What follows belongs to an exercise in optimizing a design on an open flow for small area, a short achievable clock period and few clock cycles per item; a production flow would make more cautious choices. Function was checked by simulation only, so behaviour that the tests miss may differ from the original.

## the previous run
==> flow/design.v (excerpt) <==
module ntt256 (
    input  wire        clk,
    input  wire        rst_n,
    input  wire        start,
    output wire        done,
    output wire [7:0]  ram_addr_a,
    output wire        ram_we_a,
    output wire [23:0] ram_wdata_a,
    input  wire [23:0] ram_rdata_a,
    output wire [7:0]  ram_addr_b,
    output wire        ram_we_b,
    output wire [23:0] ram_wdata_b,
    input  wire [23:0] ram_rdata_b
);
Size in the first run: ~570 flip-flops.
Settings: LEC_CHECK=0, CAP_MARGIN=20, CORE_MARGIN=2, CORE_UTILIZATION=40, SETUP_SLACK_MARGIN=3, SLEW_MARGIN=20, SYNTH_MEMORY_MAX_BITS=8192; clock period 10.0 ns.
run.sh (not shown) runs the stock make flow with config.mk's settings and CLKGATE_MAP_FILE= SYNTH_SCRIPT=/design/flow/synth_recipe.tcl, a recipe that flattens the netlist after the stock synthesis.
The previous run finished every stage and its layout cleared the timing, design-rule and antenna checks.
Testbench counts of the previous run, summed over its fixed seeds: cycles 18,720, ntts 18.
The following lists how the current run was set up differently from the previous run:
- swapping 3 for 5 in SETUP_SLACK_MARGIN
Findings:
The current run ran to completion and came out clean on the timing, design-rule and antenna checks. On relative area of clock buffers and inverters in the final design, the previous run tracks the current run almost exactly. Layout overhead on the synthesized area of the previous run is on par with the current run. Diff the current run..the previous run | chip height | unchanged. The setup slack of the current run is larger than that of the previous run. Between the current run and the previous run, the wire length figures differ only marginally. The previous run and the current run ended up with nearly the same final instance area. Delta (the current run minus the previous run): critical path depth picked up an extra 1.

v7:
ntt256, a different RTL version from the one above (not shown whole).
Size in the first run: about 5300 cells after synthesis, roughly 610 flip-flops, ~120 I/O pins, ~47000 um^2 of cells after synthesis.
export LEC_CHECK = 0
export CAP_MARGIN = 20
export CORE_MARGIN = 2
export CORE_UTILIZATION = 40
export SLEW_MARGIN = 20
export SYNTH_MEMORY_MAX_BITS = 8192
create_clock -name core_clock -period 10.0 [get_ports {clk}]
standard.sh (not shown) runs the stock make flow with config.mk's settings and CLKGATE_MAP_FILE= SYNTH_SCRIPT=/design/flow/synth_recipe.tcl, a recipe that flattens the netlist after the stock synthesis.
==> flow/flow/run.sh <==
#!/bin/bash
# Standard layout (the standard.sh), with timing repair aiming for 6.5 ns of setup slack.
set -euo pipefail
bash standard.sh SETUP_SLACK_MARGIN=6.5 finish > standard_flow.log 2>&1
Testbench counts of v7, summed over its fixed seeds: cycles 18,720, ntts 18.
What v34 does differently from v7 at the input level:
Settings: PLACE_DENSITY: unset -> 0.75; CORE_UTILIZATION: 40 -> 60.
### Flow results
Taking v7 as the reference point, the utilization of the core after routing of v34 rises by 24 points. Diff v7 -> v34: estimated wirelength of the detail-placed design fell by about 6.5%, count of non-CTS buffers in the layout rose by 6, cell area fell by 840 um^2, final net count stayed essentially flat, post-route worst setup slack fell by 0.023 ns. Summary of v34 over v7: clock network area share essentially unchanged; via count increased 1863; global-route usage increased 13 points.
For v15, these inputs were changed with respect to v34:
Settings: swapping 60 for 40 in CORE_UTILIZATION; clearing PLACE_DENSITY, which used to be 0.75.
==> flow/flow/run.sh <==
#!/bin/bash
# Standard layout (the standard.sh), with timing repair aiming for 6.8 ns of setup slack.
set -euo pipefail
bash standard.sh SETUP_SLACK_MARGIN=6.8 finish > standard_flow.log 2>&1
### Flow results
v15 vs v34: worst hold slack up
[compare] base=v34 new=v15: die area +39000 um^2, clock edge transition at the registers on the reported setup and hold paths ~0 delta, core utilization of the finished layout -21 points.
Relative to v34, the post-detailed-route wirelength per cell measured on v15 has decreased by a few percent.
In v15, the area growth from synthesis to final layout came out 7.8 points above the value in v34.
v34 ended up with u_ntt.e[0] as its source of the critical timing path; v15 ended up with u_ntt.r1[24].
Cell area | v15 vs v34 | v15 larger
Input changes introduced in v53 (baseline for comparison: v15):
Settings: CORE_UTILIZATION now 60, was 40.
==> flow/flow/run.sh <==
#!/bin/bash
# Standard layout (the standard.sh), with timing repair aiming for 6.5 ns of setup slack.
set -euo pipefail
bash standard.sh SETUP_SLACK_MARGIN=6.5 finish > standard_flow.log 2>&1
Results
- v53 — final cycle utilization of the critical path 1.8 points higher, v15 as reference
- Lower maximum number of pins on one net before global-route repair among v15 and v53: v15
- Looking at total global routing track utilization, v53 sits 13 points higher than v15 does.
- Row count shrinks by more than 10% when moving from v15 to v53.
- Relative to v15, first-iteration DRC count has gone up in v53.

==> port drivers added, routing unchanged <==
No port has a modelled driver above. Below, the same layouts with a new extraction and two added sets of constraints. Step 1, drivers: a clkbuf_16 drives clk and a buf_2 each remaining input, both assumed. Step 2, shift: input delay + t, output delay - t, t = (earliest + latest rising clock arrival at the registers) / 2. This alone moves slack from input paths to output paths. Three values: ideal, step 1, step 2; two values: the first two.
run | t, ns | setup slack, ns | slew at the worst register clock pin (ns) | worst data-port slew with drivers (ns)
the previous run | 0.691 | 4.320 / 4.320 / 4.320 | 0.07 / 0.07 | 0.13
the current run | 0.694 | 5.030 / 5.030 / 5.030 | 0.07 / 0.07 | 0.13
v7 | 0.694 | 6.345 / 6.345 / 6.345 | 0.07 / 0.07 | 0.06
v34 | 0.686 | 6.322 / 6.322 / 6.322 | 0.07 / 0.07 | 0.12
v15 | 0.690 | 6.336 / 6.336 / 6.336 | 0.07 / 0.07 | 0.07
v53 | 0.690 | 6.156 / 6.156 / 6.156 | 0.08 / 0.08 | 0.13
After both steps every run listed still meets setup and hold.
